What follows belongs to an exercise in optimizing a design on an open flow for a short achievable clock period and few clock cycles; a production flow would make more cautious choices. At most, simulation tests tie the RTL to the original design; equivalence was not proved. Power figures rest on the tool's default switching activity, not on a simulated workload.

==> inputs of trial 10 <==
## top
module top (
		input wire clk,
		input wire rst,
		output wire [7:0] imem_addr,
		input wire [15:0] imem_data,
		output reg 	  tr_rf_we,
		output reg [1:0]  tr_rf_addr,
		output reg [8:0]  tr_rf_data,
		output reg 	  tr_dm_we,
		output reg [7:0]  tr_dm_addr,
		output reg [8:0]  tr_dm_data
	);
	reg [8:0] r0, r1, r2, r3;
	reg [7:0] pc;
	assign imem_addr = pc;
	wire [3:0] f_op  = imem_data[15:12];
	wire [1:0] f_rs  = imem_data[11:10];
	wire [1:0] f_rt  = imem_data[9:8];
	wire [1:0] f_rd  = imem_data[7:6];
	wire [7:0] f_imm = imem_data[7:0];
	wire f_ld    = (f_op == 4'h0);
	wire f_st    = (f_op == 4'h1);
	wire f_rrr   = (f_op == 4'h2) | (f_op == 4'h4) | (f_op == 4'h5) | (f_op == 4'h7);
	wire f_wr    = ~f_st & (f_op != 4'hB) & (f_op != 4'hC) & (f_op != 4'hE) & (f_op != 4'hF);
	wire f_pred  = (f_op == 4'hC) | ((f_op == 4'hB) & f_imm[7]);
	wire [7:0] f_pc1 = pc + 8'd1;
	wire [7:0] f_tgt = pc + f_imm;
	reg        x_v;
	reg [15:0] x_ir;
	reg        x_pred;
	reg [7:0]  x_alt;
	reg [7:0]  x_addr;
	reg        x_ld, x_st, x_wr;
	reg [1:0]  x_dst;
	wire [3:0] op  = x_ir[15:12];
	wire [1:0] rs  = x_ir[11:10];
	wire [1:0] rt  = x_ir[9:8];
	wire [7:0] imm = x_ir[7:0];
	reg [8:0] rs_v, rt_v;
	always @(*) begin
		case (rs)
			2'd0: rs_v = r0;
			2'd1: rs_v = r1;
			2'd2: rs_v = r2;
			default: rs_v = r3;
		endcase
		case (rt)
			2'd0: rt_v = r0;
			2'd1: rt_v = r1;
			2'd2: rt_v = r2;
			default: rt_v = r3;
		endcase
	end
	wire [7:0] a = rs_v[7:0];
	wire [7:0] b = rt_v[7:0];
	wire [7:0] addb = (op == 4'h2) ? b : imm;
	wire [7:0] sum  = a + addb;
	wire       ovf  = (a[7] == addb[7]) && (a[7] != sum[7]);
  ...
==> module top, before the edit <==
module top (
		input wire clk,
		input wire rst,
		output wire [7:0] imem_addr,
		input wire [15:0] imem_data,
		output reg 	  tr_rf_we,
		output reg [1:0]  tr_rf_addr,
		output reg [8:0]  tr_rf_data,
		output reg 	  tr_dm_we,
		output reg [7:0]  tr_dm_addr,
		output reg [8:0]  tr_dm_data
	);
	reg [8:0] r0, r1, r2, r3;
	reg [7:0] pc;
	assign imem_addr = pc;
	wire [3:0] f_op  = imem_data[15:12];
	wire [1:0] f_rs  = imem_data[11:10];
	wire [1:0] f_rt  = imem_data[9:8];
	wire [1:0] f_rd  = imem_data[7:6];
	wire [7:0] f_imm = imem_data[7:0];
	wire f_ld    = (f_op == 4'h0);
	wire f_st    = (f_op == 4'h1);
	wire f_rrr   = (f_op == 4'h2) | (f_op == 4'h4) | (f_op == 4'h5) | (f_op == 4'h7);
	wire f_wr    = ~f_st & (f_op != 4'hB) & (f_op != 4'hC) & (f_op != 4'hE) & (f_op != 4'hF);
	wire f_pred  = (f_op == 4'hC) | ((f_op == 4'hB) & f_imm[7]);
	wire [7:0] f_pc1 = pc + 8'd1;
	wire [7:0] f_tgt = pc + f_imm;
	reg        x_v;
	reg [15:0] x_ir;
	reg        x_pred;
	reg [7:0]  x_alt;
	reg [7:0]  x_addr;
	reg        x_ld, x_st, x_wr;
	reg [1:0]  x_dst;
	wire [3:0] op  = x_ir[15:12];
	wire [1:0] rs  = x_ir[11:10];
	wire [1:0] rt  = x_ir[9:8];
	wire [7:0] imm = x_ir[7:0];
	reg [8:0] rs_v, rt_v;
	always @(*) begin
		case (rs)
			2'd0: rs_v = r0;
			2'd1: rs_v = r1;
			2'd2: rs_v = r2;
			default: rs_v = r3;
		endcase
		case (rt)
			2'd0: rt_v = r0;
			2'd1: rt_v = r1;
			2'd2: rt_v = r2;
			default: rt_v = r3;
		endcase
	end
	wire [7:0] a = rs_v[7:0];
	wire [7:0] b = rt_v[7:0];
	wire [7:0] addb = (op == 4'h2) ? b : imm;
	wire [7:0] sum  = a + addb;
	wire       ovf  = (a[7] == addb[7]) && (a[7] != sum[7]);
	reg [8:0] alu_res;
	always @(*) begin
		case (op)
			4'h2, 4'h3: alu_res = {ovf, sum};
			4'h4: alu_res = {1'b0, ~b};
			4'h5: alu_res = {1'b0, a & b};
			4'h6: alu_res = {1'b0, a & imm};
			4'h7: alu_res = {1'b0, a | b};
			4'h8: alu_res = {1'b0, a | imm};
			4'h9: alu_res = {1'b0, a[7], a[7:1]};
			4'hA: alu_res = {1'b0, a[6:0], 1'b0};
			default: alu_res = 9'd0;
		endcase
	end
	reg        mem_clr;
	reg  [8:0] mem [0:255];
	wire [8:0] l1 [0:63];
	wire [8:0] l2 [0:15];
	wire [8:0] l3 [0:3];
	genvar g;
	generate
		for (g = 0; g < 64; g = g + 1) begin : rd1
			assign l1[g] = x_addr[1] ? (x_addr[0] ? mem[4*g+3] : mem[4*g+2])
			                         : (x_addr[0] ? mem[4*g+1] : mem[4*g]);
		end
		for (g = 0; g < 16; g = g + 1) begin : rd2
			assign l2[g] = x_addr[3] ? (x_addr[2] ? l1[4*g+3] : l1[4*g+2])
			                         : (x_addr[2] ? l1[4*g+1] : l1[4*g]);
		end
		for (g = 0; g < 4; g = g + 1) begin : rd3
			assign l3[g] = x_addr[5] ? (x_addr[4] ? l2[4*g+3] : l2[4*g+2])
			                         : (x_addr[4] ? l2[4*g+1] : l2[4*g]);
		end
	endgenerate
	wire [8:0] mrd = x_addr[7] ? (x_addr[6] ? l3[3] : l3[2])
	                           : (x_addr[6] ? l3[1] : l3[0]);
	wire mwe = x_v & x_st;
	generate
		for (g = 0; g < 256; g = g + 1) begin : word
			always @(posedge clk) begin
				if (mem_clr)
					mem[g] <= 9'd0;
				else if (mwe && (x_addr == g))
					mem[g] <= rt_v;
			end
		end
	endgenerate
	always @(posedge clk, posedge rst) begin
		if (rst)
			mem_clr <= 1'b1;
		else
			mem_clr <= 1'b0;
	end
	wire [8:0] wdata = x_ld ? mrd : alu_res;
	wire       rwe   = x_v & x_wr;
	wire eq    = (a == b);
	wire x_br  = (op == 4'hB) | (op == 4'hC);
	wire taken = (op == 4'hB) ? eq : ~eq;
	wire x_mis = x_v & x_br & (taken ^ x_pred);
	reg [8:0] f_base_rf;
	always @(*) begin
		case (f_rs)
			2'd0: f_base_rf = r0;
			2'd1: f_base_rf = r1;
			2'd2: f_base_rf = r2;
			default: f_base_rf = r3;
		endcase
	end
	wire       f_fwd   = x_v & x_wr & (x_dst == f_rs);
	wire [7:0] f_base  = f_fwd ? alu_res[7:0] : f_base_rf[7:0];
	wire [7:0] f_addr  = f_base + f_imm;
	wire       f_stall = f_fwd & x_ld & (f_ld | f_st);
	always @(posedge clk, posedge rst) begin
		if (rst) begin
			pc <= 8'd0;
			x_v <= 1'b0;
			r0 <= 9'd0;
			r1 <= 9'd0;
			r2 <= 9'd0;
			r3 <= 9'd0;
			tr_rf_we <= 1'b0;
			tr_dm_we <= 1'b0;
		end else begin
			if (x_mis) begin
				pc <= x_alt;
				x_v <= 1'b0;
			end else if (f_stall) begin
				x_v <= 1'b0;
			end else begin
				pc <= f_pred ? f_tgt : f_pc1;
				x_v <= 1'b1;
			end
			if (rwe) begin
				case (x_dst)
					2'd0: r0 <= wdata;
					2'd1: r1 <= wdata;
					2'd2: r2 <= wdata;
					default: r3 <= wdata;
				endcase
			end
			tr_rf_we <= rwe;
			tr_dm_we <= mwe;
		end
	end
	always @(posedge clk) begin
		x_ir <= imem_data;
		x_pred <= f_pred;
		x_alt <= f_pred ? f_pc1 : f_tgt;
		x_addr <= f_addr;
		x_ld <= f_ld;
		x_st <= f_st;
		x_wr <= f_wr;
		x_dst <= f_rrr ? f_rd : f_rt;
		tr_rf_addr <= x_dst;
		tr_rf_data <= wdata;
		tr_dm_addr <= x_addr;
		tr_dm_data <= rt_v;
	end
endmodule
clock: 13.0 ns
lec_check: 0
abc_clock_period_in_ps: 4000
cap_margin: 40
core_margin: 2
core_utilization: 40
slew_margin: 20
standard.sh (not shown) runs the stock make flow with config.mk's settings and CLKGATE_MAP_FILE= SYNTH_SCRIPT=/design/flow/synth_recipe.tcl, a recipe that flattens the netlist after the stock synthesis.
==> flow/flow/run.sh <==
#!/bin/bash
# The standard layout, with timing repair aimed at a setup slack of
# SETUP_SLACK_MARGIN ns instead of 0, so that repair keeps improving paths
# well below the 13 ns clock period.
set -euo pipefail
bash standard.sh SETUP_SLACK_MARGIN=8.5 finish > standard.log 2>&1
==> inputs of build 52, as changes to trial 10 <==
==> flow/design.v (replaced) <==
`timescale 1ns / 1ps
module top (
		input wire clk,
		input wire rst,
		output wire [7:0] imem_addr,
		input wire [15:0] imem_data,
		output reg 	  tr_rf_we,
		output reg [1:0]  tr_rf_addr,
		output reg [8:0]  tr_rf_data,
		output reg 	  tr_dm_we,
		output reg [7:0]  tr_dm_addr,
		output reg [8:0]  tr_dm_data
	);
	reg [7:0] pc;
	assign imem_addr = pc;
	wire [3:0] f_op   = imem_data[15:12];
	wire       f_br   = (f_op == 4'hB) | (f_op == 4'hC);
	wire       f_pred = f_br & imem_data[7];
	wire [7:0] f_pc1  = pc + 8'd1;
	wire [7:0] f_tgt  = pc + imem_data[7:0];
	reg        x_v;
	reg [15:0] x_ir;
	reg        x_pred;
	reg [7:0]  x_alt;
	wire [3:0] op  = x_ir[15:12];
	wire [1:0] rs  = x_ir[11:10];
	wire [1:0] rt  = x_ir[9:8];
	wire [1:0] rd  = x_ir[7:6];
	wire [7:0] imm = x_ir[7:0];
	reg [8:0] r0, r1, r2, r3;
	reg [8:0] rs_v, rt_v;
	always @(*) begin
		case (rs)
			2'd0: rs_v = r0;
			2'd1: rs_v = r1;
			2'd2: rs_v = r2;
			default: rs_v = r3;
		endcase
		case (rt)
			2'd0: rt_v = r0;
			2'd1: rt_v = r1;
			2'd2: rt_v = r2;
			default: rt_v = r3;
		endcase
	end
	wire [7:0] a = rs_v[7:0];
	wire [7:0] b = rt_v[7:0];
	wire [7:0] maddr = a + imm;
	reg  [8:0] mem [0:255];
	wire [8:0] l1 [0:63];
	wire [8:0] l2 [0:15];
	wire [8:0] l3 [0:3];
	genvar g;
	generate
		for (g = 0; g < 64; g = g + 1) begin : rd1
			assign l1[g] = maddr[1] ? (maddr[0] ? mem[4*g+3] : mem[4*g+2])
			                        : (maddr[0] ? mem[4*g+1] : mem[4*g]);
		end
		for (g = 0; g < 16; g = g + 1) begin : rd2
			assign l2[g] = maddr[3] ? (maddr[2] ? l1[4*g+3] : l1[4*g+2])
			                        : (maddr[2] ? l1[4*g+1] : l1[4*g]);
		end
		for (g = 0; g < 4; g = g + 1) begin : rd3
			assign l3[g] = maddr[5] ? (maddr[4] ? l2[4*g+3] : l2[4*g+2])
			                        : (maddr[4] ? l2[4*g+1] : l2[4*g]);
		end
	endgenerate
	wire [8:0] mrd = maddr[7] ? (maddr[6] ? l3[3] : l3[2])
	                          : (maddr[6] ? l3[1] : l3[0]);
	wire mwe = x_v & (op == 4'h1);
	generate
		for (g = 0; g < 256; g = g + 1) begin : word
			always @(posedge clk, posedge rst) begin
				if (rst)
					mem[g] <= 9'd0;
				else if (mwe && (maddr == g))
					mem[g] <= rt_v;
			end
		end
	endgenerate
	wire [7:0] addb = (op == 4'h2) ? b : imm;
	wire [7:0] sum  = a + addb;
	wire       ovf  = (a[7] == addb[7]) && (a[7] != sum[7]);
	reg [8:0] wdata;
	reg       wen;
	reg       use_rd;
	always @(*) begin
		wdata = 9'd0;
		wen = 1'b1;
		use_rd = 1'b0;
		case (op)
			4'h0: wdata = mrd;
			4'h1: wen = 1'b0;
			4'h2: begin wdata = {ovf, sum}; use_rd = 1'b1; end
			4'h3: wdata = {ovf, sum};
			4'h4: begin wdata = {1'b0, ~b}; use_rd = 1'b1; end
			4'h5: begin wdata = {1'b0, a & b}; use_rd = 1'b1; end
			4'h6: wdata = {1'b0, a & imm};
			4'h7: begin wdata = {1'b0, a | b}; use_rd = 1'b1; end
			4'h8: wdata = {1'b0, a | imm};
			4'h9: wdata = {1'b0, a[7], a[7:1]};
			4'hA: wdata = {1'b0, a[6:0], 1'b0};
			4'hD: wdata = 9'd0;
			default: wen = 1'b0;
		endcase
	end
	wire [1:0] waddr = use_rd ? rd : rt;
	wire       rwe   = x_v & wen;
	wire eq    = (a == b);
	wire x_br  = (op == 4'hB) | (op == 4'hC);
	wire taken = (op == 4'hB) ? eq : ~eq;
	wire x_mis = x_v & x_br & (taken ^ x_pred);
	always @(posedge clk, posedge rst) begin
		if (rst) begin
			pc <= 8'd0;
			x_v <= 1'b0;
			r0 <= 9'd0;
			r1 <= 9'd0;
			r2 <= 9'd0;
			r3 <= 9'd0;
			tr_rf_we <= 1'b0;
			tr_dm_we <= 1'b0;
		end else begin
			if (x_mis) begin
				pc <= x_alt;
				x_v <= 1'b0;
			end else begin
				pc <= f_pred ? f_tgt : f_pc1;
				x_v <= 1'b1;
			end
			if (rwe) begin
				case (waddr)
					2'd0: r0 <= wdata;
					2'd1: r1 <= wdata;
					2'd2: r2 <= wdata;
					default: r3 <= wdata;
				endcase
			end
			tr_rf_we <= rwe;
			tr_dm_we <= mwe;
		end
	end
	always @(posedge clk) begin
		x_ir <= imem_data;
		x_pred <= f_pred;
		x_alt <= f_pred ? f_pc1 : f_tgt;
		tr_rf_addr <= waddr;
		tr_rf_data <= wdata;
		tr_dm_addr <= maddr;
		tr_dm_data <= rt_v;
	end
endmodule
==> flow/run.sh (new file) <==
#!/bin/bash
# synth_recipe.tcl (not shown) runs the flow's synth.tcl, then flattens the netlist and writes it again
# the make line also repeats each setting of config.mk as NAME=value (left out here)
make -C /OpenROAD-flow-scripts/flow DESIGN_CONFIG=/design/flow/config.mk WORK_HOME=/design/flow/orfs CLKGATE_MAP_FILE= SYNTH_SCRIPT=/design/flow/synth_recipe.tcl finish
- ABC_CLOCK_PERIOD_IN_PS: 4000 -> not set
- CORE_UTILIZATION: 40 -> 25
removed: flow/flow/run.sh
removed: flow/standard.sh
==> qor summary <==
metric	trial 10	build 52
Run status	no timing/DRC/antenna violations	no timing/DRC/antenna violations
Power Clock	7.25 mW	7.13 mW
Met3 WL post-DR	53.4 mm	19.0 mm
Placed standard-cell area	108000 um^2	112000 um^2
Launch instance of the worst register-to-register path	x_addr[3]$_DFF_P_	x_ir[10]$_DFF_P_
Clock period minus final worst setup slack	4.66 ns	6.86 ns
Sequential cell area	48700 um^2	59900 um^2
WL met2	176 mm	133 mm
RSZ-0062 raised after global routing	yes	no
CTS clock-pin slew for the worst setup and hold paths	0.06 ns	0.07 ns
Number of buffers outside the clock class in the layout	298	209
CTS resizes	74	0
Number of ordinary inverters in the final layout	41	33
Min-Delay Endpoint	pc[1]$_DFFE_PP0P_	pc[2]$_DFF_PP0_
Number of nets in the finished design	11900	9257
Synthesized Nets	12300	9569
Endpoint of the lowest-slack register-to-register path	mem[205][1]$_SDFFE_PP0P_	r3[6]$_DFFE_PP0P_
Initial core utilization	0.403	0.251
Fraction of the cycle the final worst path needs	0.358	0.527
Testbench counts of trial 10, summed over its fixed seeds: cycles 59,091.
Only the layout flow was run in build 52; the RTL was not checked for function there.

afterwards: timing with drivers on the ports:
Ports are ideal in the flow. The routed layouts listed here were re-timed in OpenROAD. Step 1 (the two cells are an assumption about what drives the block):
set clk [get_ports {clk}]
set_driving_cell -lib_cell sky130_fd_sc_hd__clkbuf_16 $clk
set_driving_cell -lib_cell sky130_fd_sc_hd__buf_2 [delete_from_list [all_inputs] $clk]
Step 2 times the ports against the registers' clock, not the clock port: input delays grow and output delays shrink by t, the midpoint of the rising clock arrivals with the driver on. Three values: ideal, step 1, step 2; two values: the first two.
| run | t, ns | setup WS [ns] | worst setup path after step 2 | latest minus earliest clock arrival (ns) | worst data-port slew with drivers (ns) |
|---|---|---|---|---|---|
| trial 10 | 0.988 | 8.340 / 8.340 / 7.748 | input to register | 0.077 / 0.077 | 0.03 |
| build 52 | 0.979 | 6.144 / 6.144 / 6.144 | register to register | 0.046 / 0.046 | 0.04 |
After both steps every run listed still meets setup and hold. For trial 10, which loses most, drivers alone change the setup slack by 0.000 ns; drivers and shift together by -0.592 ns.
